From an optimization exercise on the open Yosys and OpenROAD flow, aimed at small area and a short achievable clock period; shortcuts taken in it are not production practice.
At most, simulation tests tie the RTL to the original design; equivalence was not proved. No driver is modelled on the clock port, so clocking that relies on it looks cheaper here than on a real chip.

==> job 4786: inputs <==
## pic_buffer_v2
module pic_buffer_v2 #(
    parameter DSIZE = 8,
    parameter IMAGE_WIDTH = 256,
    parameter IMAGE_LENGTH= 256,
    parameter BUFFER_SIZE = IMAGE_WIDTH*2+3
) (
    input               clk,
    input               rst_n,
    input               frame_start,
    input               shift,
    input  [DSIZE-1:0]  sr_in,
    output              rng_flag,
    output              sr_pixel_valid,
    output [DSIZE-1:0]  sr_pixel_0, sr_pixel_1, sr_pixel_2,
    output [DSIZE-1:0]  sr_pixel_3, sr_pixel_4, sr_pixel_5,
    output [DSIZE-1:0]  sr_pixel_6, sr_pixel_7, sr_pixel_8
);
localparam W     = IMAGE_WIDTH;
localparam NPOS  = IMAGE_WIDTH*IMAGE_LENGTH;       
localparam PSIZE = $clog2(NPOS);                   
localparam CW    = $clog2(IMAGE_WIDTH);            
localparam RW    = PSIZE - CW;                     
localparam OSIZE = $clog2(IMAGE_WIDTH+2);          
localparam PRE   = IMAGE_WIDTH+1;                  
localparam NS    = 2*W+2;
reg              valid;        
reg              vn;           
reg              rng;
  ...
==> module pic_buffer_v2, before the edit <==
module pic_buffer_v2 #(
    parameter DSIZE = 8,
    parameter IMAGE_WIDTH = 256,
    parameter IMAGE_LENGTH= 256,
    parameter BUFFER_SIZE = IMAGE_WIDTH*2+3
) (
    input               clk,
    input               rst_n,
    input               frame_start,
    input               shift,
    input  [DSIZE-1:0]  sr_in,
    output              rng_flag,
    output              sr_pixel_valid,
    output [DSIZE-1:0]  sr_pixel_0, sr_pixel_1, sr_pixel_2,
    output [DSIZE-1:0]  sr_pixel_3, sr_pixel_4, sr_pixel_5,
    output [DSIZE-1:0]  sr_pixel_6, sr_pixel_7, sr_pixel_8
);
localparam W     = IMAGE_WIDTH;
localparam NPOS  = IMAGE_WIDTH*IMAGE_LENGTH;       
localparam PSIZE = $clog2(NPOS);                   
localparam CW    = $clog2(IMAGE_WIDTH);            
localparam RW    = PSIZE - CW;                     
localparam OSIZE = $clog2(IMAGE_WIDTH+2);          
localparam PRE   = IMAGE_WIDTH+1;                  
localparam NS    = 2*W+2;
reg              valid;        
reg              vn;           
reg              rng;
reg [OSIZE-1:0]  oc;           
reg              init;         
reg              lastf;        
reg              bsf;          
reg [CW-1:0]     col;
reg [RW-1:0]     row;
reg              tt, bb, ll, rr;   
reg              at, ab, al, ar;   
wire adv  = !frame_start & init & (shift | bsf) & !lastf;
wire hold = !vn & !frame_start & !lastf & !(shift | bsf);
wire pre  = !frame_start & shift & !init;
wire row_top  = (row == {RW{1'b0}});
wire row_m1   = (row == {RW{1'b1}} - 1'b1);
wire row_last = (row == {RW{1'b1}});
wire col_m1   = (col[CW-1:1] == {(CW-1){1'b1}});      
wire col_m3   = (col == W-3);
always @(posedge clk, negedge rst_n) begin
    if (!rst_n) begin
        valid <= 1'b0;
        vn    <= 1'b1;
        oc    <= 'd0;
        init  <= 1'b0;
        rng   <= 1'b0;
        bsf   <= 1'b0;
        lastf <= 1'b0;
    end else begin
        rng <= oc[OSIZE-1] | (shift & rng);
        if (frame_start) begin
            oc   <= 'd0;
            init <= 1'b0;
        end else if (pre) begin
            oc   <= oc + 1'b1;
            init <= (oc == PRE-1);
        end
        valid <= adv | hold;
        vn    <= !(adv | hold);
        if (adv) begin
            bsf   <= !vn & (bsf | (row_m1 & col_m3));
            lastf <= ab & ar;
        end else if (!hold) begin
            bsf   <= 1'b0;
            lastf <= 1'b0;
        end
    end
end
always @(posedge clk) begin
    if (adv) begin
        if (!vn)
            {row, col} <= {row, col} + 1'b1;
        else
            {row, col} <= 'd0;
        {tt, bb, ll, rr} <= {at, ab, al, ar};
        if (!vn) begin
            at <= row_top & !col_m1;
            ab <= row_last | (row_m1 & col_m1);
            al <= ar;
            ar <= col_m3;
        end else begin
            at <= 1'b1;
            ab <= 1'b0;
            al <= 1'b0;
            ar <= 1'b0;
        end
    end else if (!hold) begin
        {at, ab, al, ar} <= 4'b1010;
    end
end
wire [DSIZE-1:0] din = shift ? sr_in : {DSIZE{1'b0}};
reg  [DSIZE*(W+1)-1:0]  sra;
reg  [DSIZE*(NS-W-2)-1:0] srb;
reg  [DSIZE-1:0]    p4, srn;
wire [DSIZE-1:0]    t_w1 = ~srn;    
always @(posedge clk) begin
    sra <= {sra[DSIZE*W-1:0], din};
    srn <= ~sra[DSIZE*(W+1)-1:DSIZE*W];
    p4  <= sra[DSIZE*(W+1)-1:DSIZE*W];
    srb <= {srb[DSIZE*(NS-W-3)-1:0], t_w1};
end
wire [DSIZE-1:0] n00 = srb[DSIZE*((2*W+1)-W-2)+DSIZE-1:DSIZE*((2*W+1)-W-2)], n01 = srb[DSIZE*((2*W)-W-2)+DSIZE-1:DSIZE*((2*W)-W-2)], n02 = srb[DSIZE*((2*W-1)-W-2)+DSIZE-1:DSIZE*((2*W-1)-W-2)];
wire [DSIZE-1:0] n10 = t_w1,        n11 = sra[DSIZE*(W)+DSIZE-1:DSIZE*(W)],   n12 = sra[DSIZE*(W-1)+DSIZE-1:DSIZE*(W-1)];
wire [DSIZE-1:0] n20 = sra[DSIZE*(1)+DSIZE-1:DSIZE*(1)],     n21 = sra[DSIZE*(0)+DSIZE-1:DSIZE*(0)],   n22 = din;
function [8*DSIZE-1:0] win;
    input t, b, l, r;
    input [DSIZE-1:0] a0, a1, a2, b0, b1, b2, c0, c1, c2;
    reg [DSIZE-1:0] r00, r01, r02, r20, r21, r22;
    begin
        r00 = t ? b0 : a0;  r01 = t ? b1 : a1;  r02 = t ? b2 : a2;
        r20 = b ? b0 : c0;  r21 = b ? b1 : c1;  r22 = b ? b2 : c2;
        win = { l ? r01 : r00, r01, r ? r01 : r02,
                l ? b1  : b0,       r ? b1  : b2,
                l ? r21 : r20, r21, r ? r21 : r22 };
    end
endfunction
wire nv = adv | hold;
wire nt = adv ? at : tt;
wire nb = adv ? ab : bb;
wire nl = adv ? al : ll;
wire nr = adv ? ar : rr;
wire [8*DSIZE-1:0] wn = win(nt, nb, nl, nr, n00, n01, n02, n10, n11, n12, n20, n21, n22);
reg [8*DSIZE-1:0] ow;
always @(posedge clk, negedge rst_n) begin
    if (!rst_n)
        ow <= 'd0;
    else
        ow <= {8*DSIZE{nv}} & wn;
end
assign rng_flag       = rng;
assign sr_pixel_valid = valid;
assign {sr_pixel_0, sr_pixel_1, sr_pixel_2, sr_pixel_3,
        sr_pixel_5, sr_pixel_6, sr_pixel_7, sr_pixel_8} = ow;
assign sr_pixel_4 = p4;
endmodule
clock: 4.6 ns
lec_check: 0
cap_margin: 20
core_margin: 2
core_utilization: 65
cts_cluster_diameter: 60
cts_cluster_size: 24
place_density: 0.75
setup_slack_margin: 2.4
slew_margin: 20
synth_memory_max_bits: 16384
standard.sh (not shown) runs the stock make flow with config.mk's settings and CLKGATE_MAP_FILE= SYNTH_SCRIPT=/design/flow/synth_recipe.tcl, a recipe that flattens the netlist after the stock synthesis.
==> flow/flow/run.sh <==
#!/bin/bash
# The standard layout, with two changes:
#  - after placement, each register that drives an output port is moved next
#    to that port's buffer and the placement is legalised again;
#  - clock tree synthesis without dummy loads on the leaf buffers.
set -euo pipefail
export CTS_ARGS="-sink_clustering_enable -repair_clock_nets -sink_clustering_size 36 -sink_clustering_max_diameter 60 -dont_use_dummy_load"
R=orfs/results/${FLOW_PLATFORM}/pic_buffer_v2/base
bash standard.sh place > place_flow.log 2>&1
MOVE_IN=$R/3_place.odb MOVE_OUT=$R/3_place_moved.odb \
  openroad -no_init -exit flow/move_out_regs.tcl > move_out_regs.log 2>&1
mv -f $R/3_place_moved.odb $R/3_place.odb
touch $R/3_place.odb $R/3_place.sdc
bash standard.sh > finish_flow.log 2>&1
==> flow/flow/move_out_regs.tcl <==
# Pull each register that drives an output port (through its port buffer and
# any repair buffers) next to that port buffer, then legalise. The registers'
# inputs have ample slack; their outputs are the critical paths.
set odb_in  $::env(MOVE_IN)
set odb_out $::env(MOVE_OUT)
read_db $odb_in
set block [ord::get_db_block]

proc driver_inst {net} {
  if {$net == "NULL"} { return "NULL" }
  foreach it [$net getITerms] {
    if {[$it isOutputSignal]} { return [$it getInst] }
  }
  return "NULL"
}
proc is_reg {inst} {
  return [string match "*__df*" [[$inst getMaster] getName]]
}
proc data_in_net {inst} {
  foreach it [$inst getITerms] {
    if {[$it isInputSignal]} { return [$it getNet] }
  }
  return "NULL"
}

set moved 0
foreach bt [$block getBTerms] {
  if {[$bt getIoType] != "OUTPUT"} { continue }
  set obuf [driver_inst [$bt getNet]]
  if {$obuf == "NULL"} { continue }
  set inst [driver_inst [data_in_net $obuf]]
  set hops 0
  while {$inst != "NULL" && ![is_reg $inst] && $hops < 3} {
    set inst [driver_inst [data_in_net $inst]]
    incr hops
  }
  if {$inst == "NULL" || ![is_reg $inst]} { continue }
  # only registers whose output goes nowhere else but towards this port
  set qn "NULL"
  foreach it [$inst getITerms] { if {[$it isOutputSignal] && [$it getNet] != "NULL"} { set qn [$it getNet] } }
  if {[llength [$qn getITerms]] > 2 && $hops == 0} { continue }
  set loc [$obuf getLocation]
  $inst setLocation [lindex $loc 0] [lindex $loc 1]
  incr moved
}
puts "moved $moved output registers"
if {[info exists ::env(CELL_PAD_IN_SITES_DETAIL_PLACEMENT)]} {
  set_placement_padding -global -left $::env(CELL_PAD_IN_SITES_DETAIL_PLACEMENT) -right $::env(CELL_PAD_IN_SITES_DETAIL_PLACEMENT)
}
detailed_placement
check_placement -verbose
write_db $odb_out
==> job 147: changes against job 4786 <==
--- a/flow/design.v
+++ b/flow/design.v
@@ -26,4 +26,3 @@
 localparam NS    = 2*W+2;
-reg              valid;        
-reg              vn;           
+reg              valid;
 reg              rng;
@@ -38,3 +37,3 @@
 wire adv  = !frame_start & init & (shift | bsf) & !lastf;
-wire hold = !vn & !frame_start & !lastf & !(shift | bsf);
+wire hold = valid & !frame_start & !lastf & !(shift | bsf);
 wire pre  = !frame_start & shift & !init;
@@ -48,3 +47,2 @@
         valid <= 1'b0;
-        vn    <= 1'b1;
         oc    <= 'd0;
@@ -63,8 +61,8 @@
         end
-        valid <= adv | hold;
-        vn    <= !(adv | hold);
         if (adv) begin
-            bsf   <= !vn & (bsf | (row_m1 & col_m3));
+            valid <= 1'b1;
+            bsf   <= valid & (bsf | (row_m1 & col_m3));
             lastf <= ab & ar;
         end else if (!hold) begin
+            valid <= 1'b0;
             bsf   <= 1'b0;
@@ -76,3 +74,3 @@
     if (adv) begin
-        if (!vn)
+        if (valid)
             {row, col} <= {row, col} + 1'b1;
@@ -81,3 +79,3 @@
         {tt, bb, ll, rr} <= {at, ab, al, ar};
-        if (!vn) begin
+        if (valid) begin
             at <= row_top & !col_m1;
@@ -97,15 +95,8 @@
 wire [DSIZE-1:0] din = shift ? sr_in : {DSIZE{1'b0}};
-reg  [DSIZE*(W+1)-1:0]  sra;
-reg  [DSIZE*(NS-W-2)-1:0] srb;
-reg  [DSIZE-1:0]    p4, srn;
-wire [DSIZE-1:0]    t_w1 = ~srn;    
-always @(posedge clk) begin
-    sra <= {sra[DSIZE*W-1:0], din};
-    srn <= ~sra[DSIZE*(W+1)-1:DSIZE*W];
-    p4  <= sra[DSIZE*(W+1)-1:DSIZE*W];
-    srb <= {srb[DSIZE*(NS-W-3)-1:0], t_w1};
-end
-wire [DSIZE-1:0] n00 = srb[DSIZE*((2*W+1)-W-2)+DSIZE-1:DSIZE*((2*W+1)-W-2)], n01 = srb[DSIZE*((2*W)-W-2)+DSIZE-1:DSIZE*((2*W)-W-2)], n02 = srb[DSIZE*((2*W-1)-W-2)+DSIZE-1:DSIZE*((2*W-1)-W-2)];
-wire [DSIZE-1:0] n10 = t_w1,        n11 = sra[DSIZE*(W)+DSIZE-1:DSIZE*(W)],   n12 = sra[DSIZE*(W-1)+DSIZE-1:DSIZE*(W-1)];
-wire [DSIZE-1:0] n20 = sra[DSIZE*(1)+DSIZE-1:DSIZE*(1)],     n21 = sra[DSIZE*(0)+DSIZE-1:DSIZE*(0)],   n22 = din;
+reg  [DSIZE*NS-1:0] sr;
+always @(posedge clk)
+    sr <= {sr[DSIZE*(NS-1)-1:0], din};
+wire [DSIZE-1:0] n00 = sr[DSIZE*(2*W+1)+DSIZE-1:DSIZE*(2*W+1)], n01 = sr[DSIZE*(2*W)+DSIZE-1:DSIZE*(2*W)], n02 = sr[DSIZE*(2*W-1)+DSIZE-1:DSIZE*(2*W-1)];
+wire [DSIZE-1:0] n10 = sr[DSIZE*(W+1)+DSIZE-1:DSIZE*(W+1)],   n11 = sr[DSIZE*(W)+DSIZE-1:DSIZE*(W)],   n12 = sr[DSIZE*(W-1)+DSIZE-1:DSIZE*(W-1)];
+wire [DSIZE-1:0] n20 = sr[DSIZE*(1)+DSIZE-1:DSIZE*(1)],     n21 = sr[DSIZE*(0)+DSIZE-1:DSIZE*(0)],   n22 = din;
 function [8*DSIZE-1:0] win;
@@ -122,8 +113,4 @@
 endfunction
-wire nv = adv | hold;
-wire nt = adv ? at : tt;
-wire nb = adv ? ab : bb;
-wire nl = adv ? al : ll;
-wire nr = adv ? ar : rr;
-wire [8*DSIZE-1:0] wn = win(nt, nb, nl, nr, n00, n01, n02, n10, n11, n12, n20, n21, n22);
+wire [8*DSIZE-1:0] wa = win(at,  ab,  al,  ar,  n00, n01, n02, n10, n11, n12, n20, n21, n22);
+wire [8*DSIZE-1:0] wh = win(tt,  bb,  ll,  rr,  n00, n01, n02, n10, n11, n12, n20, n21, n22);
 reg [8*DSIZE-1:0] ow;
@@ -133,3 +120,3 @@
     else
-        ow <= {8*DSIZE{nv}} & wn;
+        ow <= ({8*DSIZE{adv}} & wa) | ({8*DSIZE{hold}} & wh);
 end
@@ -139,3 +126,3 @@
         sr_pixel_5, sr_pixel_6, sr_pixel_7, sr_pixel_8} = ow;
-assign sr_pixel_4 = p4;
+assign sr_pixel_4 = sr[DSIZE*(W+1)+DSIZE-1:DSIZE*(W+1)];
 endmodule
==> flow/run.sh (new file) <==
#!/bin/bash
# synth_recipe.tcl (not shown) runs the flow's synth.tcl, then flattens the netlist and writes it again
# the make line also repeats each setting of config.mk as NAME=value (left out here)
make -C /OpenROAD-flow-scripts/flow DESIGN_CONFIG=/design/flow/config.mk WORK_HOME=/design/flow/orfs CLKGATE_MAP_FILE= SYNTH_SCRIPT=/design/flow/synth_recipe.tcl finish
CORE_UTILIZATION = 70   (was 65)
PLACE_DENSITY = 0.8   (was 0.75)
removed: flow/flow/run.sh
removed: flow/flow/move_out_regs.tcl
removed: flow/standard.sh
==> job 1130: changes against job 4786 <==
==> flow/flow/run.sh (replaced) <==
#!/bin/bash
set -euo pipefail
export CTS_ARGS="-sink_clustering_enable -repair_clock_nets -sink_clustering_size 24 -sink_clustering_max_diameter 60 -dont_use_dummy_load"
bash standard.sh > standard_flow.log 2>&1
CORE_UTILIZATION = 60   (was 65)
PLACE_DENSITY = 0.7   (was 0.75)
removed: flow/flow/move_out_regs.tcl
==> qor summary <==
quantity	job 4786	job 1130	job 147
Fraction of the mapped netlist area in compound gates	0.644%	0.644%	1.24%
Worst hold slack across all endpoints	0.200 ns	0.190 ns	-
Run status	no timing/DRC/antenna violations	no timing/DRC/antenna violations	aborted with a tool error
Last stage reached	-	-	clock tree synthesis
Final routed DRC violation total	0	0	-
Cells after synthesis	4,560	4,560	4,630
Worst setup skew after layout	0.0607 ns	0.0698 ns	-
# fillers	8,091	9,554	-
Fraction of met2 tracks used by global routing	19.7%	16.3%	-
Largest class	flip-flops and latches	flip-flops and latches	-
Post-Layout Cell Count	6,572	6,750	-
First-iteration detailed-routing DRC count	1,585	1,319	-
Fmax achieved	0.432 GHz	0.411 GHz	-
# Taps	1,768	1,903	-
Number of failing setup endpoints in the final timing report	0	0	-
Top Layer Used	met5	met4	-
Nets	4,821	4,864	-
Synth-to-Final Area Change	8.23%	9.55%	-
Busiest metal layer after global routing	met1	met1	-
Register area	0.0851 sq mm	0.0852 sq mm	-
Number of buffers created by CTS	152	200	201
GRT overflow	0	0	-
For job 147, only the layout was checked, not whether the RTL still works.

what the ideal ports hide:
In the flow no input, the clock included, has a driving cell. The finished layouts below were timed again as built, in two steps. Step 1: set_driving_cell puts a clkbuf_16 on clk and a buf_2 on each other input, an assumption about the parent block. Step 2 also shifts input and output timing later by t, the mid clock arrival at the registers, as if the neighbouring blocks saw the same clock. Three values: no drivers, after step 1, after step 2; two values: the first two.
run | t, ns | setup slack, ns | hold slack, ns | clock arrival spread, ns | slew at the worst register clock pin (ns)
job 4786 | 0.831 | 2.287 / 2.277 / 1.470 | 0.200 / 0.169 / 0.280 | 0.091 / 0.090 | 0.12 / 0.12
job 1130 | 0.851 | 2.167 / 2.092 / 1.618 | 0.190 / 0.161 / 0.273 | 0.084 / 0.084 | 0.09 / 0.09
After both steps setup and hold are still met in every run listed. The setup slack of job 4786, which loses most, moves by -0.010 ns with the drivers and by -0.817 ns with both steps.
